Context: an optimization exercise on an open-source flow, tuned for small area, a short achievable clock period and few clock cycles per item. The choices shown serve that exercise and are no tape-out recipe. At most, simulation tests tie the RTL to the original design; equivalence was not proved. Function not checked in runs 1 to 4: the RTL went through the layout flow alone. Power is estimated from default activity; no workload was simulated.

## flow/design.v (module list and top-level ports; edited modules follow where they fit)
// module DSP_CONV1D: 439 lines
// module conv_mul_s1: 528 lines
// module conv_mul_s2: 317 lines
// module conv_booth_enc: 50 lines
module DSP_CONV1D #(
    parameter AXI_DATA_WIDTH = 32,
    parameter AXI_ADDR_WIDTH = 5,  
    parameter DSP_DATA_WIDTH = 32,
    parameter MAX_CONV_LEN = 256,
    parameter MAX_KERNEL_LEN = 32
)(
    input  s_axi_clk,
    input  s_axi_resetn,  
    input  [AXI_ADDR_WIDTH-1:0] s_axi_awaddr,
    input  s_axi_awvalid,
    output reg s_axi_awready,
    input  [AXI_DATA_WIDTH-1:0] s_axi_wdata,
    input  [AXI_DATA_WIDTH/8-1:0] s_axi_wstrb,
    input  s_axi_wvalid,
    output reg s_axi_wready,
    output reg  s_axi_bvalid,
    input  s_axi_bready,
    output reg [1:0] s_axi_bresp,
    input  [AXI_ADDR_WIDTH-1:0] s_axi_araddr,
    input  s_axi_arvalid,
    output reg s_axi_arready,
    output reg [AXI_DATA_WIDTH-1:0] s_axi_rdata,
    output reg [1:0] s_axi_rresp,
    output reg s_axi_rvalid,
    input  s_axi_rready,
    output interrupt_o,
    output reg [DSP_DATA_WIDTH-1:0] dsp_mem_addr_o,
    input  [DSP_DATA_WIDTH-1:0] dsp_mem_rdata_i,
    output reg dsp_mem_req_o,
    input  dsp_mem_ack_i,
    output reg dsp_mem_we_o,
    output reg [DSP_DATA_WIDTH-1:0] dsp_mem_wdata_o
);
  // ...
==> flow/flow/run.sh <==
#!/bin/bash
set -euo pipefail
bash standard.sh SETUP_SLACK_MARGIN=6 "BUFFER_PORTS_ARGS=-buffer_cell sky130_fd_sc_hd__buf_4" finish > standard_finish.log 2>&1
==> flow/standard.sh <==
#!/bin/bash
# synth_recipe.tcl (not shown) runs the flow's synth.tcl, then flattens the netlist and writes it again
# the make line also repeats each setting of config.mk as NAME=value (left out here)
make -C /OpenROAD-flow-scripts/flow DESIGN_CONFIG=/design/flow/config.mk WORK_HOME=/design/flow/orfs CLKGATE_MAP_FILE= SYNTH_SCRIPT=/design/flow/synth_recipe.tcl "${@:-finish}"
==> flow/config.mk <==
export PLATFORM = sky130hd
export DESIGN_NAME = DSP_CONV1D
export DESIGN_NICKNAME = DSP_CONV1D
export VERILOG_FILES = /design/flow/design.v
export SDC_FILE = /design/flow/constraint.sdc
export NUM_CORES = 8
export LEC_CHECK = 0
export ABC_CLOCK_PERIOD_IN_PS = 3000
export CAP_MARGIN = 20
export CORE_MARGIN = 2
export CORE_UTILIZATION = 40
export SLEW_MARGIN = 20
==> flow/constraint.sdc <==
create_clock -name core_clock -period 9.0 [get_ports {s_axi_clk}]
set_input_delay 1.8000 -clock core_clock [delete_from_list [all_inputs] [get_ports {s_axi_clk}]]
set_output_delay 1.8000 -clock core_clock [all_outputs]
set_load 0.01 [all_outputs]
==> results.cfg, run 1 <==
[yosys]
synth.area.top_cells = edfxtp_1 (28%), dfrtp_1 (12%), dfxtp_1 (8.7%)
ys_types = 90
synth_compound_gate_area_share_pct = 14.27
syn_area_um2 = 55690
post-synth-top-count-cell = edfxtp_1
synthAdderAreaFrac_pct = 11.85

[timing]
post-route-period-util_pct = 36.68
grt_setup_unrepaired = true
whs_ns = 0.3475

[drt]
dr.pass1.iters = 6
wl_mm = 158.9

[flow_run]
drv_cap = 0

[layout]
n_all_inverters = 404
sh_seq_area_pct = 40.25
drive_gt1_share_pct = 20.61
seqCellArea_um2 = 27050
top_register = rows_q
layout_common_cells = edfxtp_1 (523), nand2_1 (443), nor2_1 (431)
n_antenna_cell = 2
nFillCells = 12270
multi_input_cells = 3466

[grt]
busiest_layer = met2
antenna_found_initial = 1
met1_usage_pct = 28.33

[worst_setup_path]
critPathCapture = dsp_mem_addr_o[22]$_DFFE_PN_
worstPathMaxFanout = 8
startpoint = r_k$_SDFFE_PP1P_

[die]
die_x_um = 377.1
die_h_um = 377.1
core.rowCount = 136

[run_status]
status = complete, no violations

[placed_design]
dp_hpwl_mm = 98.66

[cts]
clk_latency_ns = 0.74
cts_resized = 310
postCtsSetupRepairBufs = 138

[power]
p_seq_share_pct = 36.6
power_switching_mw = 6.768

[worst_hold_path]
hold_depth = 0
==> run 2: changes to the inputs <==
--- a/flow/config.mk
+++ b/flow/config.mk
@@ -5,7 +5,7 @@
 export SDC_FILE = /design/flow/constraint.sdc
 export NUM_CORES = 8
 export LEC_CHECK = 0
-export ABC_CLOCK_PERIOD_IN_PS = 3000
+export ABC_AREA = 1
 export CAP_MARGIN = 20
 export CORE_MARGIN = 2
 export CORE_UTILIZATION = 40
==> run 2 against run 1 <==
Net effect:
- wire length fell by 12%
- sequential power fell by 18%
- die area fell by 7.8%
- still clean on timing, DRC and antenna
- register-to-register slack improved by 0.07 ns
- sequential share of layout area rose by 3.7 points
==> results.cfg, run 2 <==
[timing]
post-route-period-util_pct = 36.10
whs_ns = 0.3528
slew_violations = 0
finalHoldViolations = 0
totalNegativeSetupSlack_ns = 0
tightest_slew_ns = 1.119
finalSetupViolCount = 0
fmax_mhz = 307.7
relSlewSlack_pct = 24.33
grt_setup_unrepaired = true
fin_skew_ns = 0.04432
period_needed_ns = 3.249

[worst_setup_path]
slowest_delay_ns = 0.54
worstPathMaxFanout = 2
worst-path-buf-inv = 1
critPathTopFamily = flip-flops
cp_cell_sequence = buf_6
worst_r2r_path_depth = 11
critPathLaunchType = flop
arrival_ns = 1.45
cp.required_ns = 7.20
crit_slowest_cell = dfrtp_4
worst-path-stages = 1
critPathCaptureType = output port
critPathKind = reg2out

[die]
die_area_um2 = 131100
start_util_pct = 40.26
die_h_um = 362.0
ios = 194
core.rowCount = 131
coreArea_um2 = 127400
die_x_um = 362.0

[yosys]
synth_area_per_cell_um2 = 10.11
post-synth-top-area-cell = edfxtp_1
yosysWarnings = 5
ys_types = 64
async_flop_share_pct = 25.29
synth_edf_count = 523
netlist_instances = 5073
synth_common_cells = nand2_1 (1040), inv_1 (662), edfxtp_1 (523)
ys_seq_elements = 1024
post-synth-top-count-cell = nand2_1
syn_area_um2 = 51280
synth.area.top_cells = edfxtp_1 (31%), dfrtp_1 (13%), dfxtp_1 (9.4%)
synth.yosys.seq_area_share_pct = 52.72
synth_flop_cell = edfxtp_1
synth.top_cell.area_share_pct = 30.63

[grt]
grt_max_degree = 152
grt_usage_pct = 21.45
grt_pass1_vias = 36820
grt.overflow.total = 0
antenna_found_initial = 2
grt_first_pass_wirelength_mm = 216.7

[power]
powerDensity_nw_per_um2 = 210.6
power.leakage_nw = 26.04
vdd_drop_max_v = 0.0001777
totalPowerFinal_mw = 12.96

[drt]
dr.pass1.iters = 6
drtIter0Drc = 3271
wl_mm = 140.6
ant_nets = 0
drt-vias-per-instance = 5.171
avgRoutedWirePerCell_um = 19.76
drcViolationCount = 0
via_count = 36790

[placed_design]
dp_hpwl_mm = 90.89
place.gp.congestion = 0.9077
placed_cell_area_um2 = 54460
io_buffers = 185

[layout]
multiInputGateArea_um2 = 21860
top_register = rows_q
seqCellArea_um2 = 27050
final_common_cell = nand2_1
layout_common_cells = nand2_1 (997), inv_1 (632), edfxtp_1 (523)
nFillCells = 11420
fin_util_pct = 48.31
area_growth_pct = 20.00
drive_gt1_share_pct = 15.32
nNetsFinal = 5785
largest_reg_flops = 167
final_area_um2 = 61530

[worst_hold_path]
hold_depth = 0
holdCritPathClass = reg2reg

[cts]
clkTransAtPathRegs_ns = 0.06
root_buffer = clkbuf_16
cts_tree = done
cts_made_buffers = 110
cts-htree-levels = 3
cts_sinks = 1024
clk_latency_ns = 0.76
clockBufferDepth = 3

[run_status]
status = complete, no violations

[flow_run]
drv_cap = 0
## run 2: per-layer routing
layer	vias up	GRT usage (%)	wire length (um)
met2	1292	33.56	63950
met3	307	3.912	10610
met1	17990	29.44	60500
met5	-	0	0
li1	17200	-	-
met4	0	8.701	5504
## run 2: cell type report
type / instances / share of cell area [%]
well taps: 1662 / 3.380
repair buffers: 371 / 6.056
diodes: 1 / 0.004067
clock inverters: 62 / 1.482
clock buffers: 145 / 5.090
inverters: 692 / 4.441
multi-input cells: 3152 / 35.53
repair inverters: 5 / 0.05084
flip-flops and latches: 1024 / 43.96
## run 2: power breakdown
group | leakage (nW) | internal [mW] | total (mW) | switching, mW
Combinational | 14.3 | 0.930 | 2.33 | 1.40
Sequential | 9.84 | 5.37 | 5.66 | 0.288
Clock | 1.95 | 2.99 | 4.97 | 1.98
Total | 26.0 | 9.29 | 13.0 | 3.67
## run 2: path summary, 6_finish.rpt
check / start / end / slack (ns)
worst min register to register: f0$_DFF_PN0_ / f1$_DFF_PN0_ / 0.35
min in group asynchronous: s_axi_resetn / s_axi_rdata[25]$_DFFE_PN0P_ / 1.11
worst max-delay path: dsp_mem_req_o$_DFFE_PN0N_ / dsp_mem_req_o / 5.75
worst min-delay path: f0$_DFF_PN0_ / f1$_DFF_PN0_ / 0.35
worst max register to register: k_q[7]$_DFFE_PP_ / rows_q[156]$_DFF_P_ / 5.77
max in group asynchronous: s_axi_resetn / s_axi_rdata[6]$_DFFE_PN0P_ / 6.46
## run 2: metrics by stage
step	instances	worst slack (ns)
after floorplan	5076	5.299
after global placement	6751	4.654
after detailed placement	6752	4.687
after CTS	7068	5.719
after global routing	7113	5.709
final	7114	5.751
## run 2: timing repair
item,CTS,global route
pin swaps,65,59
resized for setup,278,118
hold buffers,0,0
cloned,25,3
endpoints found under the setup margin,331,175
setup buffers,84,42
hold endpoints to repair,0,0
## run 2: kinds of logic after synthesis
logic type | after synthesis | share of synthesized area (%)
multiplexers | 1 | 0.02196
AO/OA/AOI/OAI | 767 | 8.687
other | 1 | 0.007313
AND/OR/NAND/NOR | 1622 | 12.98
flip-flops | 1024 | 52.72
XOR/XNOR | 404 | 6.901
adder cells (fa/ha/maj) | 343 | 11.66
buffers and inverters | 911 | 7.015
==> module DSP_CONV1D, before the edit <==
module DSP_CONV1D #(
    parameter AXI_DATA_WIDTH = 32,
    parameter AXI_ADDR_WIDTH = 5,  
    parameter DSP_DATA_WIDTH = 32,
    parameter MAX_CONV_LEN = 256,
    parameter MAX_KERNEL_LEN = 32
)(
    input  s_axi_clk,
    input  s_axi_resetn,  
    input  [AXI_ADDR_WIDTH-1:0] s_axi_awaddr,
    input  s_axi_awvalid,
    output reg s_axi_awready,
    input  [AXI_DATA_WIDTH-1:0] s_axi_wdata,
    input  [AXI_DATA_WIDTH/8-1:0] s_axi_wstrb,
    input  s_axi_wvalid,
    output reg s_axi_wready,
    output reg  s_axi_bvalid,
    input  s_axi_bready,
    output reg [1:0] s_axi_bresp,
    input  [AXI_ADDR_WIDTH-1:0] s_axi_araddr,
    input  s_axi_arvalid,
    output reg s_axi_arready,
    output reg [AXI_DATA_WIDTH-1:0] s_axi_rdata,
    output reg [1:0] s_axi_rresp,
    output reg s_axi_rvalid,
    input  s_axi_rready,
    output interrupt_o,
    output reg [DSP_DATA_WIDTH-1:0] dsp_mem_addr_o,
    input  [DSP_DATA_WIDTH-1:0] dsp_mem_rdata_i,
    output reg dsp_mem_req_o,
    input  dsp_mem_ack_i,
    output reg dsp_mem_we_o,
    output reg [DSP_DATA_WIDTH-1:0] dsp_mem_wdata_o
);
    localparam P   = 4;    
    localparam LP  = 2;    
    localparam R   = 6;    
    localparam FD  = 3;    
    localparam WQD = 2;    
    localparam CTRL_REG_ADDR          = 5'h00;
    localparam STATUS_REG_ADDR        = 5'h04;
    localparam DATA_IN_ADDR_REG_ADDR  = 5'h08;
    localparam KERNEL_ADDR_REG_ADDR   = 5'h0C;
    localparam DATA_OUT_ADDR_REG_ADDR = 5'h10;
    localparam DATA_LEN_REG_ADDR      = 5'h14;
    localparam KERNEL_LEN_REG_ADDR    = 5'h18;
    reg interrupt_enable_r;
    reg busy_r;
    reg done_r;
    reg error_r;
    reg [31:0] data_in_addr_r;
    reg [31:0] kernel_addr_r;
    reg [31:0] data_out_addr_r;
    reg [31:0] data_len_r;
    reg [31:0] kernel_len_r;
    reg irq_q;       
    assign interrupt_o = irq_q;
    wire axi_write_fire_w = s_axi_awvalid && s_axi_awready && s_axi_wvalid && s_axi_wready;
    wire axi_read_fire_w  = s_axi_arvalid && s_axi_arready;
    wire start_cmd_w = axi_write_fire_w && (s_axi_awaddr == CTRL_REG_ADDR) && s_axi_wdata[0] && !busy_r;
    wire status_read_w = axi_read_fire_w && (s_axi_araddr == STATUS_REG_ADDR);
    always @(posedge s_axi_clk or negedge s_axi_resetn) begin
        if (!s_axi_resetn) begin
            s_axi_awready <= 1'b0;
            s_axi_wready  <= 1'b0;
        end else begin
            if (axi_write_fire_w) begin
                s_axi_awready <= 1'b0;
                s_axi_wready  <= 1'b0;
            end else if (!s_axi_bvalid || s_axi_bready) begin
                s_axi_awready <= 1'b1;
                s_axi_wready  <= 1'b1;
            end
        end
    end
    always @(posedge s_axi_clk or negedge s_axi_resetn) begin
        if (!s_axi_resetn) begin
            interrupt_enable_r <= 1'b0;
            data_in_addr_r     <= 32'b0;
            kernel_addr_r      <= 32'b0;
            data_out_addr_r    <= 32'b0;
            data_len_r         <= 32'b0;
            kernel_len_r       <= 32'b0;
            s_axi_bvalid       <= 1'b0;
            s_axi_bresp        <= 2'b00;
        end else begin
            if (axi_write_fire_w) begin
                s_axi_bvalid <= 1'b1;
                s_axi_bresp  <= 2'b00;
                case (s_axi_awaddr)
                    CTRL_REG_ADDR:          interrupt_enable_r <= s_axi_wdata[1];
                    DATA_IN_ADDR_REG_ADDR:  data_in_addr_r  <= s_axi_wdata;
                    KERNEL_ADDR_REG_ADDR:   kernel_addr_r   <= s_axi_wdata;
                    DATA_OUT_ADDR_REG_ADDR: data_out_addr_r <= s_axi_wdata;
                    DATA_LEN_REG_ADDR:      data_len_r      <= s_axi_wdata;
                    KERNEL_LEN_REG_ADDR:    kernel_len_r    <= s_axi_wdata;
                    default: begin
                    end
                endcase
            end else if (s_axi_bready && s_axi_bvalid) begin
                s_axi_bvalid <= 1'b0;
            end
        end
    end
    always @(posedge s_axi_clk or negedge s_axi_resetn) begin
        if (!s_axi_resetn) begin
            s_axi_arready <= 1'b0;
        end else begin
            if (axi_read_fire_w) begin
                s_axi_arready <= 1'b0;
            end else if (!s_axi_rvalid || s_axi_rready) begin
                s_axi_arready <= 1'b1;
            end
        end
    end
    always @(posedge s_axi_clk or negedge s_axi_resetn) begin
        if (!s_axi_resetn) begin
            s_axi_rvalid <= 1'b0;
            s_axi_rresp  <= 2'b00;
            s_axi_rdata  <= 32'b0;
        end else begin
            if (axi_read_fire_w) begin
                s_axi_rvalid <= 1'b1;
                s_axi_rresp  <= 2'b00;
                case (s_axi_araddr)
                    CTRL_REG_ADDR:          s_axi_rdata <= {30'b0, interrupt_enable_r, 1'b0};
                    STATUS_REG_ADDR:        s_axi_rdata <= {29'b0, error_r, done_r, busy_r};
                    DATA_IN_ADDR_REG_ADDR:  s_axi_rdata <= data_in_addr_r;
                    KERNEL_ADDR_REG_ADDR:   s_axi_rdata <= kernel_addr_r;
                    DATA_OUT_ADDR_REG_ADDR: s_axi_rdata <= data_out_addr_r;
                    DATA_LEN_REG_ADDR:      s_axi_rdata <= data_len_r;
                    KERNEL_LEN_REG_ADDR:    s_axi_rdata <= kernel_len_r;
                    default:                s_axi_rdata <= 32'hDEADBEEF;
                endcase
            end else if (s_axi_rready && s_axi_rvalid) begin
                s_axi_rvalid <= 1'b0;
            end
        end
    end
    wire [5:0] kl6_w  = kernel_len_r[5:0];
    wire kz_w   = (kernel_len_r == 32'd0);
    wire kbig_w = (kernel_len_r[31:6] != 26'd0) || (kl6_w > 6'd32);
    wire nhi_w  = (data_len_r[31:9] != 23'd0);
    wire nlt_w  = !nhi_w && (data_len_r[8:0] < {3'b0, kl6_w});
    wire nbig_w = nhi_w || (data_len_r[8:0] >= {3'b100, kl6_w});
    reg        inv_q;        
    reg [7:0]  nm1_q;        
    reg [5:0]  kl_q;         
    reg [8:0]  dlm1_q;       
    reg [7:0]  lasti_q;      
    reg [8:0]  nblk_q;       
    reg        small_q;      
    reg [LP-1:0] skip_q;     
    always @(posedge s_axi_clk) begin
        inv_q   <= kz_w || kbig_w || nlt_w || nbig_w;
        nm1_q   <= data_len_r[7:0] - {2'b0, kl6_w};
        kl_q    <= kl6_w;
        dlm1_q  <= data_len_r[8:0] - 9'd1;
        small_q <= (nm1_q < P - 1);
        lasti_q <= (nm1_q < P - 1) ? 8'd0 : (nm1_q + 8'd1 - P);
        nblk_q  <= {1'b0, nm1_q >> LP} + 9'd1;
        skip_q  <= (P - 1) - nm1_q[LP-1:0];
    end
    reg errp_q;      
    reg start_q;     
    wire finish_w;
    wire inten_n = (axi_write_fire_w && s_axi_awaddr == CTRL_REG_ADDR) ? s_axi_wdata[1] : interrupt_enable_r;
    reg done_n, error_n;
    always @(*) begin
        done_n = done_r;
        error_n = error_r;
        if (start_cmd_w) begin
            done_n = 1'b0;
            error_n = 1'b0;
        end else if (finish_w || errp_q) begin
            done_n = 1'b1;
            error_n = errp_q;
        end else if (status_read_w) begin
            done_n = 1'b0;
            error_n = 1'b0;
        end
    end
    always @(posedge s_axi_clk or negedge s_axi_resetn) begin
        if (!s_axi_resetn) begin
            busy_r  <= 1'b0;
            done_r  <= 1'b0;
            error_r <= 1'b0;
            irq_q   <= 1'b0;
            errp_q  <= 1'b0;
            start_q <= 1'b0;
        end else begin
            start_q <= start_cmd_w && !inv_q;
            done_r  <= done_n;
            error_r <= error_n;
            irq_q   <= inten_n && (done_n || error_n);
            if (start_cmd_w) begin
                busy_r  <= 1'b1;
                errp_q  <= inv_q;
            end else if (finish_w || errp_q) begin
                busy_r  <= 1'b0;
                errp_q  <= 1'b0;
            end
        end
    end
    localparam FPW = (FD > 1) ? $clog2(FD) : 1;
    reg [31:0]    fifo [0:FD-1];
    reg [FPW:0]   f_cnt, f_res;
    reg [FPW-1:0] f_rp, f_wp;
    reg           f_avail_q, f_roomy_q;
    wire [31:0] f_head = fifo[f_rp];
    wire f_push = dsp_mem_req_o && dsp_mem_ack_i && !dsp_mem_we_o;
    wire f_pop;
    wire do_r;
    always @(posedge s_axi_clk) begin
        if (f_push) fifo[f_wp] <= dsp_mem_rdata_i;
    end
    always @(posedge s_axi_clk or negedge s_axi_resetn) begin
        if (!s_axi_resetn) begin
            f_cnt <= 0; f_res <= 0; f_rp <= 0; f_wp <= 0;
            f_avail_q <= 1'b0; f_roomy_q <= 1'b1;
        end else begin
            if (f_push) f_wp <= (f_wp == FD-1) ? 0 : f_wp + 1'b1;
            if (f_pop)  f_rp <= (f_rp == FD-1) ? 0 : f_rp + 1'b1;
            case ({f_push, f_pop})
                2'b10: begin f_cnt <= f_cnt + 1'b1; f_avail_q <= 1'b1; end
                2'b01: begin f_cnt <= f_cnt - 1'b1; f_avail_q <= (f_cnt != 1); end
                default: ;
            endcase
            case ({do_r, f_pop})
                2'b10: begin f_res <= f_res + 1'b1; f_roomy_q <= (f_res < FD - 1); end
                2'b01: begin f_res <= f_res - 1'b1; f_roomy_q <= 1'b1; end
                default: ;
            endcase
        end
    end
    localparam WPW = (WQD > 1) ? $clog2(WQD) : 1;
    reg [31:0]    wq   [0:WQD-1];
    reg [WPW:0]   wq_cnt;
    reg [WPW-1:0] wq_rp, wq_wp;
    reg           wq_ne_q;       
    reg           wcredit_q;     
    wire          wq_push;
    wire [31:0]   wq_din;
    wire          do_w;
    wire          w0_n;
    reg           v0, f0, w0;    
    reg           v1, f1, w1;
    reg  [WPW+1:0] w_pend;
    wire [WPW+1:0] w_pend_n = w_pend + w0_n - do_w;
    always @(posedge s_axi_clk) begin
        if (wq_push) wq[wq_wp] <= wq_din;
    end
    always @(posedge s_axi_clk or negedge s_axi_resetn) begin
        if (!s_axi_resetn) begin
            wq_cnt <= 0; wq_rp <= 0; wq_wp <= 0;
            wq_ne_q <= 1'b0; wcredit_q <= 1'b1; w_pend <= 0;
        end else begin
            if (wq_push) wq_wp <= (wq_wp == WQD-1) ? 0 : wq_wp + 1'b1;
            if (do_w)    wq_rp <= (wq_rp == WQD-1) ? 0 : wq_rp + 1'b1;
            case ({wq_push, do_w})
                2'b10: begin wq_cnt <= wq_cnt + 1'b1; wq_ne_q <= 1'b1; end
                2'b01: begin wq_cnt <= wq_cnt - 1'b1; wq_ne_q <= (wq_cnt != 1); end
                default: ;
            endcase
            w_pend <= w_pend_n;
            wcredit_q <= (w_pend_n < WQD);
        end
    end
    reg        r_act;      
    reg        r_k;        
    reg [LP:0] r_fill;     
    reg [5:0]  r_kidx;     
    reg [8:0]  r_nblk;     
    reg [7:0]  r_i;        
    reg [8:0]  rx_idx;     
    wire [7:0] r_inext = (r_nblk == 9'd2) ? lasti_q : r_i + P;
    wire r_grpend = (r_fill == 1);
    wire r_blkend = r_grpend && (r_kidx == kl_q);
    wire r_gen = do_r;
    always @(posedge s_axi_clk or negedge s_axi_resetn) begin
        if (!s_axi_resetn) begin
            r_act <= 1'b0;
        end else begin
            if (start_q) r_act <= 1'b1;
            else if (r_gen && !r_k && r_blkend && r_nblk == 9'd1) r_act <= 1'b0;
        end
    end
    always @(posedge s_axi_clk) begin
        if (start_q) begin
            r_k     <= 1'b1;
            r_kidx  <= 6'd0;
            r_nblk  <= nblk_q;
            r_i     <= 8'd0;
            rx_idx  <= 9'd0;
        end else if (r_gen) begin
            if (r_k) begin
                r_kidx  <= r_kidx + 6'd1;
                r_k     <= 1'b0;
                r_fill  <= (r_kidx == 6'd0) ? P : 1;
            end else begin
                if (rx_idx != dlm1_q) rx_idx <= rx_idx + 9'd1;    
                r_fill <= r_fill - 1'b1;
                if (r_grpend) r_k <= 1'b1;
                if (r_blkend) begin                  
                    r_kidx  <= 6'd0;
                    r_nblk  <= r_nblk - 9'd1;
                    r_i     <= r_inext;
                    rx_idx  <= {1'b0, r_inext};
                end
            end
        end
    end
    wire m_free = !dsp_mem_req_o || dsp_mem_ack_i;
    wire want_r = r_act && (f_roomy_q || f_pop);
    assign do_w = m_free && wq_ne_q;
    assign do_r = m_free && !wq_ne_q && want_r;
    reg [8:0]  w_idx;      
    wire [31:0] base_sel = wq_ne_q ? data_out_addr_r : (r_k ? kernel_addr_r : data_in_addr_r);
    wire [8:0]  idx_sel  = wq_ne_q ? w_idx : (r_k ? {3'b0, r_kidx} : rx_idx);
    wire [9:0]  addr_lo  = {1'b0, base_sel[8:0]} + {1'b0, idx_sel};
    wire [22:0] base_inc = base_sel[31:9] + 23'd1;
    wire [31:0] addr_nx  = {addr_lo[9] ? base_inc : base_sel[31:9], addr_lo[8:0]};
    always @(posedge s_axi_clk or negedge s_axi_resetn) begin
        if (!s_axi_resetn) begin
            dsp_mem_req_o <= 1'b0;
            dsp_mem_we_o  <= 1'b0;
        end else if (m_free) begin
            dsp_mem_req_o <= wq_ne_q || want_r;
            dsp_mem_we_o  <= wq_ne_q;
        end
    end
    always @(posedge s_axi_clk) begin
        if (m_free) begin
            dsp_mem_addr_o  <= addr_nx;
            dsp_mem_wdata_o <= wq[wq_rp];
        end
        if (start_q) w_idx <= 9'd0;
        else if (do_w) w_idx <= w_idx + 9'd1;
    end
    reg st_kload, st_run, st_flush, st_drain;
    reg [5:0]    c_tap;
    reg [LP-1:0] c_slot;
    reg [8:0]    c_nblk;
    reg          c_first;    
    reg          t0, tl, s0, sl;    
    reg [31:0] k_q;          
    reg [31:0] dl [0:P-2];   
    wire need_f = t0 || s0 || sl;
    wire wr_op  = t0 && !c_first;
    wire iss_run = st_run && (!need_f || f_avail_q) && (!wr_op || wcredit_q);
    wire flush_wr = small_q ? ({1'b0, c_slot} <= nm1_q[LP:0]) : (c_slot >= skip_q);
    wire iss_flush = st_flush && (!flush_wr || wcredit_q);
    wire iss_kload = st_kload && f_avail_q;
    assign f_pop = iss_kload || (iss_run && need_f);
    assign w0_n = (iss_run && wr_op) || (iss_flush && flush_wr);
    wire [31:0] x_in = (t0 || sl) ? f_head : dl[0];
    wire [47:0] ksel_w;
    conv_booth_enc u_enc (.k(k_q), .sel(ksel_w));
    wire drained = !v0 && !v1 && !wq_ne_q && !dsp_mem_req_o;
    assign finish_w = st_drain && drained;
    integer di;
    always @(posedge s_axi_clk) begin
        if (iss_kload || (iss_run && s0 && !t0)) k_q <= f_head;
        if (iss_run) begin
            for (di = 0; di < P-2; di = di + 1) dl[di] <= dl[di+1];
            dl[P-2] <= x_in;
        end
    end
    always @(posedge s_axi_clk or negedge s_axi_resetn) begin
        if (!s_axi_resetn) begin
            st_kload <= 1'b0; st_run <= 1'b0; st_flush <= 1'b0; st_drain <= 1'b0;
            c_tap <= 6'd0; c_slot <= 0; c_nblk <= 9'd0; c_first <= 1'b0;
            t0 <= 1'b0; tl <= 1'b0; s0 <= 1'b0; sl <= 1'b0;
            v0 <= 1'b0; f0 <= 1'b0; w0 <= 1'b0;
            v1 <= 1'b0; f1 <= 1'b0; w1 <= 1'b0;
        end else begin
            v1 <= v0; f1 <= f0; w1 <= w0;
            v0 <= iss_run || iss_flush;
            f0 <= iss_run && t0;
            w0 <= w0_n;
            if (start_q) begin
                st_kload <= 1'b1;
                c_nblk <= nblk_q;
                c_first <= 1'b1;
                c_tap <= 6'd0; c_slot <= 0;
                t0 <= 1'b1; tl <= (kl_q == 6'd1); s0 <= 1'b1; sl <= 1'b0;
            end
            if (iss_kload) begin
                st_kload <= 1'b0;
                st_run <= 1'b1;
            end
            if (iss_run || iss_flush) begin
                c_slot <= c_slot + 1'b1;
                s0 <= sl;
                sl <= (c_slot == P-2);
            end
            if (iss_run && sl) begin
                c_tap <= c_tap + 6'd1;
                t0 <= 1'b0;
                tl <= (c_tap + 6'd2 == kl_q);
                if (tl) begin                        
                    c_tap <= 6'd0;
                    t0 <= 1'b1;
                    tl <= (kl_q == 6'd1);
                    c_first <= 1'b0;
                    c_nblk <= c_nblk - 9'd1;
                    st_run <= 1'b0;
                    if (c_nblk == 9'd1) st_flush <= 1'b1;
                    else st_kload <= 1'b1;
                end
            end
            if (iss_flush && sl) begin
                st_flush <= 1'b0;
                st_drain <= 1'b1;
            end
            if (finish_w) st_drain <= 1'b0;
        end
    end
    wire [R*32-1:0] rows_w;
    reg  [R*32-1:0] rows_q;
    conv_mul_s1 u_s1 (.x(dl[P-2]), .sel(ksel_w), .rows(rows_w));
    always @(posedge s_axi_clk) rows_q <= rows_w;
    reg  [31:0] ring [0:P-2];
    reg  [31:0] rcs0, rcs1;
    wire [31:0] acc_in = f1 ? 32'd0 : ring[0];
    wire [31:0] q0_w, q1_w;
    conv_mul_s2 u_s2 (.rows(rows_q), .acc(acc_in), .q0(q0_w), .q1(q1_w));
    integer ri;
    always @(posedge s_axi_clk) begin
        if (v1) begin
            for (ri = 0; ri < P-2; ri = ri + 1) ring[ri] <= ring[ri+1];
            ring[P-2] <= rcs0 + rcs1;
            rcs0 <= q0_w;
            rcs1 <= q1_w;
        end
    end
    assign wq_push   = v1 && w1;
    assign wq_din    = ring[0];
endmodule
==> run 3: changes to the inputs <==
--- a/flow/design.v
+++ b/flow/design.v
@@ -312,11 +312,12 @@
     end
     wire m_free = !dsp_mem_req_o || dsp_mem_ack_i;
     wire want_r = r_act && (f_roomy_q || f_pop);
-    assign do_w = m_free && wq_ne_q;
-    assign do_r = m_free && !wq_ne_q && want_r;
+    wire wsel = wq_ne_q && !(want_r && f_cnt < 2);    
+    assign do_w = m_free && wsel;
+    assign do_r = m_free && !wsel && want_r;
     reg [8:0]  w_idx;      
-    wire [31:0] base_sel = wq_ne_q ? data_out_addr_r : (r_k ? kernel_addr_r : data_in_addr_r);
-    wire [8:0]  idx_sel  = wq_ne_q ? w_idx : (r_k ? {3'b0, r_kidx} : rx_idx);
+    wire [31:0] base_sel = wsel ? data_out_addr_r : (r_k ? kernel_addr_r : data_in_addr_r);
+    wire [8:0]  idx_sel  = wsel ? w_idx : (r_k ? {3'b0, r_kidx} : rx_idx);
     wire [9:0]  addr_lo  = {1'b0, base_sel[8:0]} + {1'b0, idx_sel};
     wire [22:0] base_inc = base_sel[31:9] + 23'd1;
     wire [31:0] addr_nx  = {addr_lo[9] ? base_inc : base_sel[31:9], addr_lo[8:0]};
@@ -326,7 +327,7 @@
             dsp_mem_we_o  <= 1'b0;
         end else if (m_free) begin
             dsp_mem_req_o <= wq_ne_q || want_r;
-            dsp_mem_we_o  <= wq_ne_q;
+            dsp_mem_we_o  <= wsel;
         end
     end
     always @(posedge s_axi_clk) begin
@@ -343,7 +344,7 @@
     reg [8:0]    c_nblk;
     reg          c_first;    
     reg          t0, tl, s0, sl;    
-    reg [31:0] k_q;          
+    reg [47:0] ksel_q;       
     reg [31:0] dl [0:P-2];   
     wire need_f = t0 || s0 || sl;
     wire wr_op  = t0 && !c_first;
@@ -355,12 +356,12 @@
     assign w0_n = (iss_run && wr_op) || (iss_flush && flush_wr);
     wire [31:0] x_in = (t0 || sl) ? f_head : dl[0];
     wire [47:0] ksel_w;
-    conv_booth_enc u_enc (.k(k_q), .sel(ksel_w));
+    conv_booth_enc u_enc (.k(f_head), .sel(ksel_w));
     wire drained = !v0 && !v1 && !wq_ne_q && !dsp_mem_req_o;
     assign finish_w = st_drain && drained;
     integer di;
     always @(posedge s_axi_clk) begin
-        if (iss_kload || (iss_run && s0 && !t0)) k_q <= f_head;
+        if (iss_kload || (iss_run && s0 && !t0)) ksel_q <= ksel_w;
         if (iss_run) begin
             for (di = 0; di < P-2; di = di + 1) dl[di] <= dl[di+1];
             dl[P-2] <= x_in;
@@ -418,7 +419,7 @@
     end
     wire [R*32-1:0] rows_w;
     reg  [R*32-1:0] rows_q;
-    conv_mul_s1 u_s1 (.x(dl[P-2]), .sel(ksel_w), .rows(rows_w));
+    conv_mul_s1 u_s1 (.x(dl[P-2]), .sel(ksel_q), .rows(rows_w));
     always @(posedge s_axi_clk) rows_q <= rows_w;
     reg  [31:0] ring [0:P-2];
     reg  [31:0] rcs0, rcs1;
--- a/flow/config.mk
+++ b/flow/config.mk
@@ -5,8 +5,8 @@
 export SDC_FILE = /design/flow/constraint.sdc
 export NUM_CORES = 8
 export LEC_CHECK = 0
-export ABC_AREA = 1
+export ABC_CLOCK_PERIOD_IN_PS = 3000
 export CAP_MARGIN = 20
 export CORE_MARGIN = 2
-export CORE_UTILIZATION = 40
+export CORE_UTILIZATION = 55
 export SLEW_MARGIN = 20
==> run 3 against run 2 <==
Net effect:
- still clean
- wire length decreased by 8.3%
- worst setup slack worse by 0.61 ns
- register-to-register slack got worse by 0.63 ns
- global-route usage up 5.8 points
- critical path type is now reg2reg
- critical endpoint is now dsp_mem_addr_o[31]$_DFFE_PN_
==> results.cfg, run 3 <==
[grt]
busiest_layer = met2
met1_usage_pct = 39.74
antenna_found_initial = 2
grt_max_degree = 148
grt_pass1_vias = 33510
grt.overflow.total = 0
use_met2_pct = 41.85
met3_usage_pct = 4.370
grt_usage_pct = 27.24
grt_first_pass_wirelength_mm = 197.9

[timing]
slew_violations = 0
finalHoldViolations = 0
finalSetupViolCount = 0
tightest_slew_ns = 1.031
totalNegativeSetupSlack_ns = 0
relSlewSlack_pct = 31.28
fmax_mhz = 259.2
fin_skew_ns = 0.03409
post-route-period-util_pct = 42.87
grt_setup_unrepaired = true
layout_setup_ws_ns = 5.141
period_needed_ns = 3.859

[layout]
nNetsFinal = 4731
largest_reg_flops = 167
top_register = rows_q
layout_common_cells = edfxtp_1 (539), xnor2_1 (332), a22oi_1 (278)
drive_gt1_share_pct = 20.28
final_common_cell = edfxtp_1
nFillCells = 6866
area_growth_pct = 17.07
fin_util_pct = 64.95

[yosys]
post-synth-top-count-cell = edfxtp_1
syn_area_um2 = 50770
post-synth-top-area-cell = edfxtp_1
netlist_instances = 4050
async_flop_share_pct = 24.90
synth.yosys.seq_area_share_pct = 54.19
synth_edf_count = 539
ys_types = 78
synth_area_per_cell_um2 = 12.54
yosysWarnings = 5
synth.area.top_cells = edfxtp_1 (32%), dfrtp_1 (13%), dfxtp_1 (9.5%)
synth_flop_cell = edfxtp_1
synth_common_cells = edfxtp_1 (539), xnor2_1 (335), inv_1 (281)
ys_seq_elements = 1040
synth.top_cell.area_share_pct = 31.88

[cts]
hold_buffers = 0
clkTransAtPathRegs_ns = 0.07
clockBufferDepth = 3
cts-htree-levels = 3
cts_made_buffers = 108
cts_sinks = 1040
root_buffer = clkbuf_16
clk_latency_ns = 0.69
cts_tree = done

[drt]
avgRoutedWirePerCell_um = 23.07
dr.pass1.iters = 8
drtIter0Drc = 2927
drt-vias-per-instance = 5.847
wl_mm = 128.9
ant_nets = 0
via_count = 32660
drcViolationCount = 0

[worst_setup_path]
critPathCaptureType = flop
critPathLaunchType = flop
reg2reg_from = t0$_DFFE_PN0P_
critPathKind = reg2reg
worstPathMaxFanout = 6
cp.required_ns = 9.42
arrival_ns = 4.28
worst_r2r_path_depth = 17
startpoint = t0$_DFFE_PN0P_

[die]
core.rowCount = 111
start_util_pct = 55.48
ios = 194
die_area_um2 = 94770
die_h_um = 307.8
coreArea_um2 = 91520
die_x_um = 307.8

[worst_hold_path]
hp-start = w0$_DFF_PN0_
holdCritPathClass = reg2reg
hold_depth = 0

[power]
power.leakage_nw = 24.05
powerDensity_nw_per_um2 = 330.5
vdd_drop_max_v = 0.0002251

[run_status]
status = complete, no violations

[placed_design]
place.gp.congestion = 0.8722
dp_hpwl_mm = 83.75
io_buffers = 185
place_ws_ns = 4.174

[flow_run]
drv_cap = 0
[run 3: changes by cell type in the layout (fill, tap and decap cells not counted), sizes merged, moves of 135 or more]
| cell | previous run | this run |
|---|---|---|
| mux2 | 1 | 201 |
| o21ai | 305 | 138 |
| o22ai | 245 | 2 |
| nor2 | 313 | 178 |
| a22oi | 3 | 278 |
| xnor2 | 61 | 335 |
| inv | 675 | 288 |
| nand2 | 1054 | 204 |
| xor2 | 343 | 128 |
[run 3: stage by stage]
stage / std cells / total power, mW / hold slack, ns / area [um^2]
finish: 5586 / 19.64 / 0.3495 / 59440
global route: 5586 / 21.11 / 0.3536 / 59440
CTS: 5515 / 19.63 / 0.3521 / 58580
detailed placement: 5244 / 14.75 / 0.3393 / 53770
global placement: 5244 / 14.47 / 0.3363 / 53770
floorplan: 4053 / 12.29 / 0.3312 / 51540
[run 3: worst paths after layout]
kind	slack (ns)	end
hold / removal	0.35	w1$_DFF_PN0_
hold reg to reg	0.35	w1$_DFF_PN0_
min in group asynchronous	1.14	c_nblk[4]$_DFF_PN0_
max in group asynchronous	6.28	kernel_len_r[1]$_DFFE_PN0P_
setup reg to reg	5.14	dsp_mem_addr_o[31]$_DFFE_PN_
setup / recovery	5.14	dsp_mem_addr_o[31]$_DFFE_PN_
[run 3: critical path: stages, from the launching register on]
cell	delay, ns
dfrtp_2	0.43
nor3b_2	0.18
o41a_1	0.38
a21o_4	0.27
buf_12	0.14
buf_8	0.13
nand2_2	0.07
o21ai_2	0.06
ha_4	0.28
o21ai_2	0.06
o211ai_1	0.26
a41o_1	0.26
buf_12	0.15
nand2_8	0.06
nor2_4	0.13
nand2_1	0.08
or4b_1	0.53
xnor2_1	0.14
[run 3: per-layer routing]
layer  up-vias  wire [um]
met4         0       3933
met1     16440      58940
li1      14780          -
met5         -          0
met3       266       8022
met2      1171      57990
[run 3: final cells by class]
cell class | instances | area, um^2 | share of cell area (%)
antenna | 2 | 5.005 | 0.008420
tap | 1186 | 1484 | 2.496
clock buffer | 135 | 2885 | 4.854
sequential | 1040 | 27530 | 46.32
multi-input combinational | 2490 | 22190 | 37.33
clock inverter | 69 | 775.7 | 1.305
timing repair buffer | 381 | 3497 | 5.883
inverter | 283 | 1071 | 1.802
[run 3: power breakdown]
| group | switching [mW] | internal [mW] |
|---|---|---|
| Combinational | 4.35 | 3.39 |
| Clock | 1.85 | 2.73 |
| Sequential | 0.681 | 6.65 |
[run 3: logic make-up after synthesis]
group                      after synthesis  share of synthesized area [%]
DFF                                   1040                          54.19
AOI/OAI and AO/OA                      707                          9.408
and+or+nand+nor                        675                          6.358
buffers and inverters                  526                          3.958
xor gates and xnor gates               463                          7.986
adders and majority gates              341                          11.74
muxes                                  297                          6.350
other                                    1                       0.007386
[run 3: repair_timing]
action,CTS,global route
pin swaps,27,41
cloned,4,2
resized for setup,160,81
buffers inserted,63,67
endpoints found under the setup margin,331,215
==> run 4: changes to the inputs <==
--- a/flow/config.mk
+++ b/flow/config.mk
@@ -8,5 +8,5 @@
 export ABC_CLOCK_PERIOD_IN_PS = 3000
 export CAP_MARGIN = 20
 export CORE_MARGIN = 2
-export CORE_UTILIZATION = 55
+export CORE_UTILIZATION = 65
 export SLEW_MARGIN = 20
==> run 4 against run 3 <==
Net effect:
- largest cell class unchanged
- wire length shrank 2.1%
- combinational power is essentially flat
- power shrank 0.79%
- critical path type unchanged
- still clean on timing, DRC and antenna
- cell area shrank 0.19%
- clock power shrank 4%
- sequential share of layout area grew 0.090 points
- area after synthesis is the same
- worst hold slack gained 0.0043 ns
- largest power group unchanged
==> results.cfg, run 4 <==
[yosys]
ys_types = 78
post-synth-top-count-cell = edfxtp_1
synth_flop_cell = edfxtp_1
synth_edf_count = 539
netlist_instances = 4050
synth.area.top_cells = edfxtp_1 (32%), dfrtp_1 (13%), dfxtp_1 (9.5%)
synth.yosys.seq_area_share_pct = 54.19
syn_area_um2 = 50770
synth_common_cells = edfxtp_1 (539), xnor2_1 (335), inv_1 (281)
synth_area_per_cell_um2 = 12.54
yosysWarnings = 5
post-synth-top-area-cell = edfxtp_1
ys_seq_elements = 1040
synth.top_cell.area_share_pct = 31.88
async_flop_share_pct = 24.90

[worst_setup_path]
critPathCaptureType = flop
arrival_ns = 4.29
worstPathMaxFanout = 6
critPathKind = reg2reg
critPathLaunchType = flop
cp.required_ns = 9.39

[drt]
ant_nets = 0
avgRoutedWirePerCell_um = 23.24
wl_mm = 126.1
dr.pass1.iters = 7
via_count = 33160
drcViolationCount = 0
drtIter0Drc = 3120
drt-vias-per-instance = 6.109

[cts]
cts_sinks = 1040
cts-htree-levels = 3
clk_latency_ns = 0.66
hold_buffers = 0
root_buffer = clkbuf_16
clkTransAtPathRegs_ns = 0.06
cts_tree = done
cts_made_buffers = 104
clockBufferDepth = 3

[placed_design]
dp_hpwl_mm = 80.47
io_buffers = 185
place.gp.congestion = 0.8704

[die]
ios = 194
die_x_um = 283.5
die_h_um = 283.5
die_area_um2 = 80370
start_util_pct = 65.65
coreArea_um2 = 77340
core.rowCount = 102

[run_status]
status = complete, no violations

[timing]
post-route-period-util_pct = 43.31
period_needed_ns = 3.898
finalSetupViolCount = 0
totalNegativeSetupSlack_ns = 0
slew_violations = 0
fin_skew_ns = 0.01502
relSlewSlack_pct = 17.21
finalHoldViolations = 0
tightest_slew_ns = 1.207
grt_setup_unrepaired = true
fmax_mhz = 256.6

[worst_hold_path]
holdCritPathClass = reg2reg

[power]
totalPowerFinal_mw = 19.49
vdd_drop_max_v = 0.0002275
powerDensity_nw_per_um2 = 328.5
power.leakage_nw = 24.07

[layout]
final_common_cell = edfxtp_1
drive_gt1_share_pct = 20.60
largest_reg_flops = 167
nFillCells = 4793
area_growth_pct = 16.85
top_register = rows_q
layout_common_cells = edfxtp_1 (539), xnor2_1 (327), inv_1 (277)
nNetsFinal = 4726

[grt]
grt_pass1_vias = 34110
met3_usage_pct = 5.185
busiest_layer = met2
grt_max_degree = 123
grt.overflow.total = 0
grt_usage_pct = 31.09
use_met2_pct = 48.25
antenna_found_initial = 1
met1_usage_pct = 44.75
grt_first_pass_wirelength_mm = 195.1

[flow_run]
drv_cap = 0
## run 4: final timing paths
path	from	end	slack, ns	cells after the start
max in group asynchronous	s_axi_resetn	data_in_addr_r[12]$_DFFE_PN0P_	6.41	2
max	wcredit_q$_DFF_PN1_	dsp_mem_addr_o[27]$_DFFE_PN_	5.10	17
min	f0$_DFF_PN0_	f1$_DFF_PN0_	0.35	0
min in group asynchronous	s_axi_resetn	start_q$_DFF_PN0_	1.21	1
min reg2reg	f0$_DFF_PN0_	f1$_DFF_PN0_	0.35	0
max reg2reg	wcredit_q$_DFF_PN1_	dsp_mem_addr_o[27]$_DFFE_PN_	5.10	17
## run 4: metal layers
layer / vias up / share of wire, % / wire length (um)
met3: 281 / 8.4 / 10610
li1: 14740 / - / -
met2: 1508 / 46 / 57890
met1: 16640 / 42 / 53200
met4: 0 / 3.5 / 4448
met5: - / 0 / 0
## run 4: layout make-up
cell class / count / area [um^2] / share of cell area, %
diodes: 1 / 2.502 / 0.004218
clock buffers: 154 / 3171 / 5.344
clock inverters: 41 / 362.8 / 0.6116
inverters: 283 / 1069 / 1.801
multi-input cells: 2489 / 22300 / 37.58
flip-flops and latches: 1040 / 27530 / 46.41
well taps: 1040 / 1301 / 2.193
repair buffers: 381 / 3591 / 6.053
## run 4: cell families after synthesis
logic type	count (synthesis)	share of synthesized area, %
other	1	0.007386
AO/OA/AOI/OAI	707	9.408
AND/OR/NAND/NOR	675	6.358
flip-flops	1040	54.19
buffers and inverters	526	3.958
multiplexers	297	6.350
XOR/XNOR	463	7.986
adder cells (fa/ha/maj)	341	11.74
## run 4: power by group
| group | total [mW] | leakage [nW] | internal, mW | switching, mW |
|---|---|---|---|---|
| clock | 4.40 | 1.75 | 2.59 | 1.82 |
| combinational | 7.71 | 12.0 | 3.40 | 4.32 |
| sequential | 7.37 | 10.3 | 6.65 | 0.723 |
## run 4: repair_timing
item | in CTS | in global routing
cloned | 7 | 3
endpoints found under the setup margin | 314 | 186
pin swaps | 36 | 49
gates resized for setup | 159 | 104
buffers inserted | 55 | 74
## run 4: per-stage QoR
stage          worst slack (ns)  std cells  utilization (%)  hold WS (ns)  instance area [um^2]
6_report                  5.103       5429            76.71        0.3538                 59330
5_1_grt                   4.980       5429            76.71        0.3626                 59330
4_1_cts                   5.052       5351            75.34        0.3531                 58270
3_5_place_dp              4.234       5094            69.26        0.3402                 53560
3_3_place_gp              4.330       5093            69.22        0.3392                 53540
2_1_floorplan             4.568       4053                -        0.3312                 51540
## run 4: critical path, stage by stage (launching register included)
cell      delay [ns]
dfstp_2         0.57
nor3b_4         0.06
o41a_1          0.38
a21o_4          0.32
buf_12          0.16
buf_16          0.13
o21ai_2         0.11
ha_1            0.19
o21ai_2         0.07
o211ai_1        0.27
a41o_1          0.28
buf_12          0.15
nand2_8         0.05
buf_6           0.14
nor3b_4         0.33
nand2_1         0.11
xnor2_1         0.20
mux2i_1         0.10
==> run 5: changes to the inputs <==
--- a/flow/design.v
+++ b/flow/design.v
@@ -33,7 +33,7 @@
     output reg [DSP_DATA_WIDTH-1:0] dsp_mem_wdata_o
 );
     localparam P   = 4;    
-    localparam LP  = 2;    
+    localparam SW  = (P > 2) ? $clog2(P) : 1;    
     localparam R   = 6;    
     localparam FD  = 3;    
     localparam WQD = 2;    
@@ -148,9 +148,7 @@
     reg [5:0]  kl_q;         
     reg [8:0]  dlm1_q;       
     reg [7:0]  lasti_q;      
-    reg [8:0]  nblk_q;       
     reg        small_q;      
-    reg [LP-1:0] skip_q;     
     always @(posedge s_axi_clk) begin
         inv_q   <= kz_w || kbig_w || nlt_w || nbig_w;
         nm1_q   <= data_len_r[7:0] - {2'b0, kl6_w};
@@ -158,8 +156,6 @@
         dlm1_q  <= data_len_r[8:0] - 9'd1;
         small_q <= (nm1_q < P - 1);
         lasti_q <= (nm1_q < P - 1) ? 8'd0 : (nm1_q + 8'd1 - P);
-        nblk_q  <= {1'b0, nm1_q >> LP} + 9'd1;
-        skip_q  <= (P - 1) - nm1_q[LP-1:0];
     end
     reg errp_q;      
     reg start_q;     
@@ -246,7 +242,6 @@
     reg           v0, f0, w0;    
     reg           v1, f1, w1;
     reg  [WPW+1:0] w_pend;
-    wire [WPW+1:0] w_pend_n = w_pend + w0_n - do_w;
     always @(posedge s_axi_clk) begin
         if (wq_push) wq[wq_wp] <= wq_din;
     end
@@ -262,18 +257,21 @@
                 2'b01: begin wq_cnt <= wq_cnt - 1'b1; wq_ne_q <= (wq_cnt != 1); end
                 default: ;
             endcase
-            w_pend <= w_pend_n;
-            wcredit_q <= (w_pend_n < WQD);
+            case ({w0_n, do_w})
+                2'b10: begin w_pend <= w_pend + 1'b1; wcredit_q <= (w_pend < WQD - 1); end
+                2'b01: begin w_pend <= w_pend - 1'b1; wcredit_q <= 1'b1; end
+                default: ;
+            endcase
         end
     end
     reg        r_act;      
     reg        r_k;        
-    reg [LP:0] r_fill;     
+    reg [SW:0] r_fill;     
     reg [5:0]  r_kidx;     
-    reg [8:0]  r_nblk;     
     reg [7:0]  r_i;        
     reg [8:0]  rx_idx;     
-    wire [7:0] r_inext = (r_nblk == 9'd2) ? lasti_q : r_i + P;
+    wire [7:0] r_inext = (r_i + P >= lasti_q) ? lasti_q : r_i + P;
+    wire r_last = (r_i == lasti_q);
     wire r_grpend = (r_fill == 1);
     wire r_blkend = r_grpend && (r_kidx == kl_q);
     wire r_gen = do_r;
@@ -282,14 +280,13 @@
             r_act <= 1'b0;
         end else begin
             if (start_q) r_act <= 1'b1;
-            else if (r_gen && !r_k && r_blkend && r_nblk == 9'd1) r_act <= 1'b0;
+            else if (r_gen && !r_k && r_blkend && r_last) r_act <= 1'b0;
         end
     end
     always @(posedge s_axi_clk) begin
         if (start_q) begin
             r_k     <= 1'b1;
             r_kidx  <= 6'd0;
-            r_nblk  <= nblk_q;
             r_i     <= 8'd0;
             rx_idx  <= 9'd0;
         end else if (r_gen) begin
@@ -303,7 +300,6 @@
                 if (r_grpend) r_k <= 1'b1;
                 if (r_blkend) begin                  
                     r_kidx  <= 6'd0;
-                    r_nblk  <= r_nblk - 9'd1;
                     r_i     <= r_inext;
                     rx_idx  <= {1'b0, r_inext};
                 end
@@ -312,15 +308,15 @@
     end
     wire m_free = !dsp_mem_req_o || dsp_mem_ack_i;
     wire want_r = r_act && (f_roomy_q || f_pop);
-    wire wsel = wq_ne_q && !(want_r && f_cnt < 2);    
+    wire wsel = wq_ne_q && !(r_act && f_roomy_q && f_cnt < 2);
     assign do_w = m_free && wsel;
     assign do_r = m_free && !wsel && want_r;
     reg [8:0]  w_idx;      
-    wire [31:0] base_sel = wsel ? data_out_addr_r : (r_k ? kernel_addr_r : data_in_addr_r);
-    wire [8:0]  idx_sel  = wsel ? w_idx : (r_k ? {3'b0, r_kidx} : rx_idx);
-    wire [9:0]  addr_lo  = {1'b0, base_sel[8:0]} + {1'b0, idx_sel};
-    wire [22:0] base_inc = base_sel[31:9] + 23'd1;
-    wire [31:0] addr_nx  = {addr_lo[9] ? base_inc : base_sel[31:9], addr_lo[8:0]};
+    wire [31:0] rbase   = r_k ? kernel_addr_r : data_in_addr_r;
+    wire [8:0]  ridx    = r_k ? {3'b0, r_kidx} : rx_idx;
+    wire [31:0] raddr_w = rbase + {23'd0, ridx};
+    wire [31:0] waddr_w = data_out_addr_r + {23'd0, w_idx};
+    wire [31:0] addr_nx = wsel ? waddr_w : raddr_w;
     always @(posedge s_axi_clk or negedge s_axi_resetn) begin
         if (!s_axi_resetn) begin
             dsp_mem_req_o <= 1'b0;
@@ -340,8 +336,9 @@
     end
     reg st_kload, st_run, st_flush, st_drain;
     reg [5:0]    c_tap;
-    reg [LP-1:0] c_slot;
-    reg [8:0]    c_nblk;
+    reg [SW-1:0] c_slot;
+    reg [7:0]    c_i;        
+    reg [SW-1:0] skip_q;     
     reg          c_first;    
     reg          t0, tl, s0, sl;    
     reg [47:0] ksel_q;       
@@ -349,7 +346,7 @@
     wire need_f = t0 || s0 || sl;
     wire wr_op  = t0 && !c_first;
     wire iss_run = st_run && (!need_f || f_avail_q) && (!wr_op || wcredit_q);
-    wire flush_wr = small_q ? ({1'b0, c_slot} <= nm1_q[LP:0]) : (c_slot >= skip_q);
+    wire flush_wr = small_q ? (c_slot <= nm1_q) : (c_slot >= skip_q);
     wire iss_flush = st_flush && (!flush_wr || wcredit_q);
     wire iss_kload = st_kload && f_avail_q;
     assign f_pop = iss_kload || (iss_run && need_f);
@@ -370,7 +367,7 @@
     always @(posedge s_axi_clk or negedge s_axi_resetn) begin
         if (!s_axi_resetn) begin
             st_kload <= 1'b0; st_run <= 1'b0; st_flush <= 1'b0; st_drain <= 1'b0;
-            c_tap <= 6'd0; c_slot <= 0; c_nblk <= 9'd0; c_first <= 1'b0;
+            c_tap <= 6'd0; c_slot <= 0; c_i <= 8'd0; skip_q <= 0; c_first <= 1'b0;
             t0 <= 1'b0; tl <= 1'b0; s0 <= 1'b0; sl <= 1'b0;
             v0 <= 1'b0; f0 <= 1'b0; w0 <= 1'b0;
             v1 <= 1'b0; f1 <= 1'b0; w1 <= 1'b0;
@@ -381,7 +378,8 @@
             w0 <= w0_n;
             if (start_q) begin
                 st_kload <= 1'b1;
-                c_nblk <= nblk_q;
+                c_i <= 8'd0;
+                skip_q <= 0;
                 c_first <= 1'b1;
                 c_tap <= 6'd0; c_slot <= 0;
                 t0 <= 1'b1; tl <= (kl_q == 6'd1); s0 <= 1'b1; sl <= 1'b0;
@@ -391,7 +389,7 @@
                 st_run <= 1'b1;
             end
             if (iss_run || iss_flush) begin
-                c_slot <= c_slot + 1'b1;
+                c_slot <= sl ? 0 : c_slot + 1'b1;
                 s0 <= sl;
                 sl <= (c_slot == P-2);
             end
@@ -404,9 +402,10 @@
                     t0 <= 1'b1;
                     tl <= (kl_q == 6'd1);
                     c_first <= 1'b0;
-                    c_nblk <= c_nblk - 9'd1;
+                    c_i <= (c_i + P >= lasti_q) ? lasti_q : c_i + P;
+                    if (c_i != lasti_q) skip_q <= c_i + P - lasti_q;
                     st_run <= 1'b0;
-                    if (c_nblk == 9'd1) st_flush <= 1'b1;
+                    if (c_i == lasti_q) st_flush <= 1'b1;
                     else st_kload <= 1'b1;
                 end
             end
--- a/flow/config.mk
+++ b/flow/config.mk
@@ -8,5 +8,5 @@
 export ABC_CLOCK_PERIOD_IN_PS = 3000
 export CAP_MARGIN = 20
 export CORE_MARGIN = 2
-export CORE_UTILIZATION = 65
+export CORE_UTILIZATION = 40
 export SLEW_MARGIN = 20
==> run 5 against run 4 <==
Net effect:
- wire length grew 4.5%
- sequential power shrank 2%
- clock skew grew 0.042 ns
- cell count grew 13%
- worst setup slack gained 0.74 ns
==> results.cfg, run 5 <==
[timing]
grt_setup_unrepaired = true
fin_skew_ns = 0.05734
tightest_slew_ns = 1.076
slew_violations = 0
whs_ns = 0.3476
period_needed_ns = 3.162
fmax_mhz = 316.3
finalSetupViolCount = 0
finalHoldViolations = 0
relSlewSlack_pct = 28.25
totalNegativeSetupSlack_ns = 0
post-route-period-util_pct = 35.13
layout_setup_ws_ns = 5.838

[worst_setup_path]
critPathCaptureType = output port
worst-path-buf-inv = 1
rrSetupSlack_ns = 5.92
reg2reg_from = r_k$_SDFFE_PP1P_
critPathKind = reg2out
worst-path-stages = 1
rr_endpoint = dsp_mem_addr_o[8]$_DFFE_PP_
critPathTopFamily = flip-flops
critPathCapture = s_axi_rdata[0]
startpoint = s_axi_rdata[0]$_DFFE_PN0P_
cp.required_ns = 7.20
worst_r2r_path_depth = 13
worstPathMaxFanout = 2
slowest_delay_ns = 0.47
crit_slowest_cell = dfrtp_2
cp_cell_sequence = buf_6
critPathLaunchType = flop
arrival_ns = 1.36

[yosys]
async_flop_share_pct = 25.42
synth_common_cells = edfxtp_1 (530), inv_1 (358), xnor2_1 (336)
yosysWarnings = 5
synth.area.top_cells = edfxtp_1 (31%), dfrtp_1 (13%), dfxtp_1 (9.0%)
ys_types = 87
post-synth-top-area-cell = edfxtp_1
netlist_instances = 4178
ys_seq_elements = 1023
synth_flop_cell = edfxtp_1
synth_area_per_cell_um2 = 12.35
synth_edf_count = 530
synth.yosys.seq_area_share_pct = 52.49
synth.top_cell.area_share_pct = 30.84
syn_area_um2 = 51610
post-synth-top-count-cell = edfxtp_1

[drt]
via_count = 33190
wl_met1_mm = 60.98
drtIter0Drc = 3018
ant_nets = 0
avgRoutedWirePerCell_um = 21.42
drcViolationCount = 0
dr.pass1.iters = 9
wl_mm = 131.8
wl_met3_mm = 8.777
wl_met2_mm = 57.93
drt-vias-per-instance = 5.395
top_layer = met5

[layout]
nFillCells = 11400
area_growth_pct = 17.65
nNetsFinal = 4842
drive_gt1_share_pct = 19.63
top_register = rows_q
largest_reg_flops = 167
layout_common_cells = edfxtp_1 (530), inv_1 (354), xnor2_1 (331)
final_area_um2 = 60720
final_common_cell = edfxtp_1

[placed_design]
io_buffers = 185
dp_hpwl_mm = 84.51
place.gp.congestion = 0.8660
place_ws_ns = 4.971
placed_cell_area_um2 = 55230

[power]
vdd_drop_max_v = 0.0001785
power.leakage_nw = 24.59
totalPowerFinal_mw = 19.38
powerDensity_nw_per_um2 = 319.2

[cts]
cts-htree-levels = 3
clockBufferDepth = 3
clk_latency_ns = 0.74
cts_made_buffers = 112
cts_tree = done
cts_sinks = 1023
clkTransAtPathRegs_ns = 0.06
root_buffer = clkbuf_16

[die]
coreArea_um2 = 127800
start_util_pct = 40.37
die_x_um = 363.2
die_h_um = 363.2
die_area_um2 = 131900
core.rowCount = 131
ios = 194

[run_status]
status = complete, no violations

[flow_run]
drv_cap = 0

[grt]
grt.overflow.total = 0
grt_max_degree = 140
grt_first_pass_wirelength_mm = 201.6
antenna_found_initial = 3
grt_pass1_vias = 33390
grt_usage_pct = 19.83

[worst_hold_path]
holdCritPathClass = reg2reg
## run 5: layout make-up
class | count | area [um^2] | area share (%)
sequential | 1023 | 27120 | 44.66
multi-input combinational | 2558 | 23230 | 38.26
timing repair buffer | 342 | 3152 | 5.191
clock buffer | 139 | 3010 | 4.958
tap | 1662 | 2079 | 3.425
inverter | 358 | 1348 | 2.219
clock inverter | 68 | 778.2 | 1.282
antenna | 1 | 2.502 | 0.004121
## run 5: how the worst min path moves through the flow
stage | start | endpoint | slack (ns) | depth (start not counted)
floorplan | f0$_DFF_PN0_ | f1$_DFF_PN0_ | 0.33 | 0
global placement | f0$_DFF_PN0_ | f1$_DFF_PN0_ | 0.34 | 0
detailed placement | w0$_DFF_PN0_ | w1$_DFF_PN0_ | 0.34 | 0
CTS | w0$_DFF_PN0_ | w1$_DFF_PN0_ | 0.35 | 0
global route | w0$_DFF_PN0_ | w1$_DFF_PN0_ | 0.36 | 0
finish | w0$_DFF_PN0_ | w1$_DFF_PN0_ | 0.35 | 0
## run 5: cells by family (layout without fill, tap and decap cells)
group           after synthesis  in the layout  share of synthesized area [%]
flops                      1023           1023                          52.49
compound gates              743            743                          9.918
simple gates                669            669                          6.524
buf+inv                     600            907                          4.502
xor+xnor                    481            481                          8.163
fa+ha+maj                   361            361                          12.02
mux                         300            300                          6.374
other cells                   1              5                       0.007266
## run 5: power by group
group | leakage, nW | total (mW) | switching, mW | internal [mW]
Clock | 1.86 | 4.68 | 1.93 | 2.75
Combinational | 12.5 | 7.49 | 4.30 | 3.19
Sequential | 10.2 | 7.21 | 0.675 | 6.53
## run 5: worst register-to-register path, delay by kind of cell (launching register included)
family | cells | cell delay, ns
AOI/OAI and AO/OA | 5 | 1.01
adders and majority gates | 1 | 0.24
buffers and inverters | 4 | 0.53
DFF | 1 | 0.40
muxes | 1 | 0.36
and+or+nand+nor | 2 | 0.32
## run 5: repair_timing
action | 4_1_cts | 5_1_grt
gates cloned | 2 | 0
hold endpoints to repair | 0 | 0
endpoints found under the setup margin | 175 | 220
hold buffers | 0 | 0
setup buffers | 50 | 44
pin swaps | 8 | 26
resized for setup | 117 | 97
## run 5: metrics by stage
stage / util [%] / instances
6_report: 47.49 / 6151
5_1_grt: 47.49 / 6150
4_1_cts: 46.86 / 6105
3_5_place_dp: 43.20 / 5846
3_3_place_gp: 43.20 / 5846
2_1_floorplan: - / 4181
## run 5: per-layer routing
| metal | up-vias | track usage (%) |
|---|---|---|
| met1 | 16670 | 28.99 |
| met3 | 259 | 3.205 |
| met2 | 1150 | 29.94 |
| li1 | 15110 | - |
| met5 | - | 0 |
| met4 | 6 | 6.598 |
Testbench counts of run 5, summed over its fixed seeds: cycles 141,951, macs 128,917.
==> run 6: changes to the inputs <==
==> flow/flow/run.sh (replaced) <==
#!/bin/bash
set -euo pipefail
bash standard.sh SETUP_SLACK_MARGIN=5.6 "BUFFER_PORTS_ARGS=-buffer_cell sky130_fd_sc_hd__buf_4" finish > standard_finish.log 2>&1
==> run 6 against run 5 <==
Net effect:
- still clean on timing, DRC and antenna
- cell count decreased by 1.2%
- worst setup slack got worse by 0.18 ns
- die area is the same
- cell area decreased by 3.1%
- power down 2.1%
- non-clock buffer count is 78 lower
- largest cell class unchanged
==> results.cfg, run 6 <==
[timing]
fin_skew_ns = 0.05628
post-route-period-util_pct = 37.11
relSlewSlack_pct = 27.27
fmax_mhz = 299.4
finalSetupViolCount = 0
period_needed_ns = 3.340
whs_ns = 0.3300
finalHoldViolations = 0
tightest_slew_ns = 1.091
slew_violations = 0
grt_setup_unrepaired = true
totalNegativeSetupSlack_ns = 0

[worst_setup_path]
critPathKind = reg2reg
slowest_delay_ns = 0.57
worst-path-stages = 10
cp_cell_sequence = buf_16 -> mux2_2 -> ha_1 -> a21o_1 -> a21o_1 -> nor2_1 -> a2111oi_0 -> xor2_1 -> mux2i_1 -> mux2i_1
worstPathMaxFanout = 16
worst-path-buf-inv = 1
critPathLaunchType = flop
worst_r2r_path_depth = 10
arrival_ns = 3.80
crit_slowest_cell = nor2_1
cp.required_ns = 9.46
critPathTopFamily = multiplexers
critPathCaptureType = flop

[power]
p_sw_share_pct = 35.31
totalPowerFinal_mw = 18.98
powerDensity_nw_per_um2 = 322.8
p_seq_share_pct = 37.7
clock_power_share_pct = 24.5
power.leakage_nw = 23.86
power_switching_mw = 6.702
vdd_drop_max_v = 0.0001681
p_int_mw = 12.28
p_comb_share_pct = 37.8

[grt]
antenna_found_initial = 2
grt_max_degree = 146
grt.overflow.total = 0
grt_pass1_vias = 32330
grt_first_pass_wirelength_mm = 194.9
grt_usage_pct = 19.01

[yosys]
netlist_instances = 4178
syn_area_um2 = 51610
ys_seq_elements = 1023
synth_edf_count = 530
synth_area_per_cell_um2 = 12.35
synth_common_cells = edfxtp_1 (530), inv_1 (358), xnor2_1 (336)
synth_flop_cell = edfxtp_1
synth.top_cell.area_share_pct = 30.84
synth.yosys.seq_area_share_pct = 52.49
ys_types = 87
post-synth-top-count-cell = edfxtp_1
yosysWarnings = 5
post-synth-top-area-cell = edfxtp_1
async_flop_share_pct = 25.42
synth.area.top_cells = edfxtp_1 (31%), dfrtp_1 (13%), dfxtp_1 (9.0%)

[drt]
drtIter0Drc = 2671
wl_mm = 124.4
ant_nets = 0
drt-vias-per-instance = 5.312
dr.pass1.iters = 9
via_count = 32270
avgRoutedWirePerCell_um = 20.48
drcViolationCount = 0

[layout]
largest_reg_flops = 167
area_growth_pct = 13.95
seqCellArea_um2 = 27100
layout_common_cells = edfxtp_1 (530), inv_1 (357), xnor2_1 (336)
multiInputGateArea_um2 = 22410
final_common_cell = edfxtp_1
top_register = rows_q
final_area_um2 = 58810
drive_gt1_share_pct = 16.19
nNetsFinal = 4762
nFillCells = 11520

[die]
die_x_um = 363.2
start_util_pct = 40.37
coreArea_um2 = 127800
core.rowCount = 131
ios = 194
die_h_um = 363.2
die_area_um2 = 131900

[cts]
clockBufferDepth = 3
cts-htree-levels = 3
clk_latency_ns = 0.73
root_buffer = clkbuf_16
cts_made_buffers = 110
clkTransAtPathRegs_ns = 0.06
cts_tree = done
cts_sinks = 1023

[run_status]
status = complete, no violations

[flow_run]
drv_cap = 0

[placed_design]
place.gp.congestion = 0.8415
dp_hpwl_mm = 83.61
io_buffers = 185
placed_cell_area_um2 = 54770

[worst_hold_path]
hold_depth = 0
holdCritPathClass = reg2reg
## run 6: layout make-up
type,count,area share [%]
Sequential cell,1023,46.08
Inverter,358,2.291
Clock inverter,60,1.160
Clock buffer,146,5.259
Tap cell,1662,3.536
Timing Repair Buffer,264,3.545
Antenna cell,4,0.01702
Multi-Input combinational cell,2558,38.11
## run 6: metal layers
layer	track usage (%)	wire, um	share of wire, %	vias up
li1	-	-	-	14960
met3	2.949	6461	5.2	176
met4	5.183	3030	2.4	2
met5	0	11	0.0088	-
met2	29.41	55710	45	859
met1	27.70	59200	48	16270
## run 6: power by group through the flow
stage,Clock [mW],Sequential [mW],Combinational [mW]
after floorplan,0,7.06,5.11
after global placement,0,7.23,7.18
after detailed placement,0,7.25,7.29
after CTS,4.77,7.17,7.32
after global routing,4.97,7.28,8.31
final,4.65,7.16,7.17
## run 6: path summary, 6_finish.rpt
path	from	endpoint	slack, ns
min reg2reg	w0$_DFF_PN0_	w1$_DFF_PN0_	0.33
max reg2reg	r_k$_SDFFE_PP1P_	dsp_mem_addr_o[26]$_DFFE_PP_	5.66
min	w0$_DFF_PN0_	w1$_DFF_PN0_	0.33
min in group asynchronous	s_axi_resetn	s_axi_rdata[16]$_DFFE_PN0P_	1.16
max in group asynchronous	s_axi_resetn	v1$_DFF_PN0_	6.38
max	r_k$_SDFFE_PP1P_	dsp_mem_addr_o[26]$_DFFE_PP_	5.66
## run 6: timing repair
action | in CTS | in global routing
gates cloned | 2 | 0
setup buffers | 4 | 6
hold endpoints to repair | 0 | 0
pin swaps | 1 | 1
gates resized for setup | 6 | 13
endpoints found under the setup margin | 25 | 21
hold buffers | 0 | 0
## run 6: cell families (layout without fill, tap and decap cells)
family          Yosys count  after routing  synth area share [%]
compound gates          743            743                 9.918
xor+xnor                481            481                 8.163
fa+ha+maj               361            361                 12.02
buf+inv                 600            828                 4.502
flops                  1023           1023                 52.49
mux                     300            300                 6.374
other cells               1              8              0.007266
simple gates            669            669                 6.524
## run 6: stage by stage
step / worst slack [ns] / util [%] / cells
2_1_floorplan: 5.545 / - / 4181
3_3_place_gp: 4.978 / 42.84 / 5852
3_5_place_dp: 4.930 / 42.84 / 5852
4_1_cts: 5.644 / 45.90 / 6064
5_1_grt: 5.485 / 45.99 / 6071
6_report: 5.660 / 46.00 / 6075

-- static timing again, ports no longer ideal --
The flow's constraints put no driver on any port. The routed layouts listed below were extracted and timed again, unchanged, in two steps. Step 1, drivers: a clkbuf_16 drives s_axi_clk and a buf_2 each remaining input, both assumed. Step 2 also shifts input and output timing later by t, the mid clock arrival at the registers, as if the neighbouring blocks saw the same clock. a / b / c = ideal / step 1 / step 2; a / b = the first two.
run | shift t [ns] | setup WS [ns] | worst setup path at the end
run 1 | 0.794 | 5.699 / 5.699 / 5.262 | input to register
run 2 | 0.810 | 5.751 / 5.679 / 5.314 | input to register
run 3 | 0.744 | 5.141 / 5.141 / 5.141 | register to register
run 4 | 0.724 | 5.102 / 5.102 / 5.102 | register to register
run 5 | 0.780 | 5.838 / 5.769 / 5.277 | input to register
run 6 | 0.789 | 5.660 / 5.660 / 5.039 | input to register
After both steps every run listed still meets setup and hold. The setup slack of run 6, which loses most, moves by 0.000 ns with the drivers and by -0.621 ns with both steps.
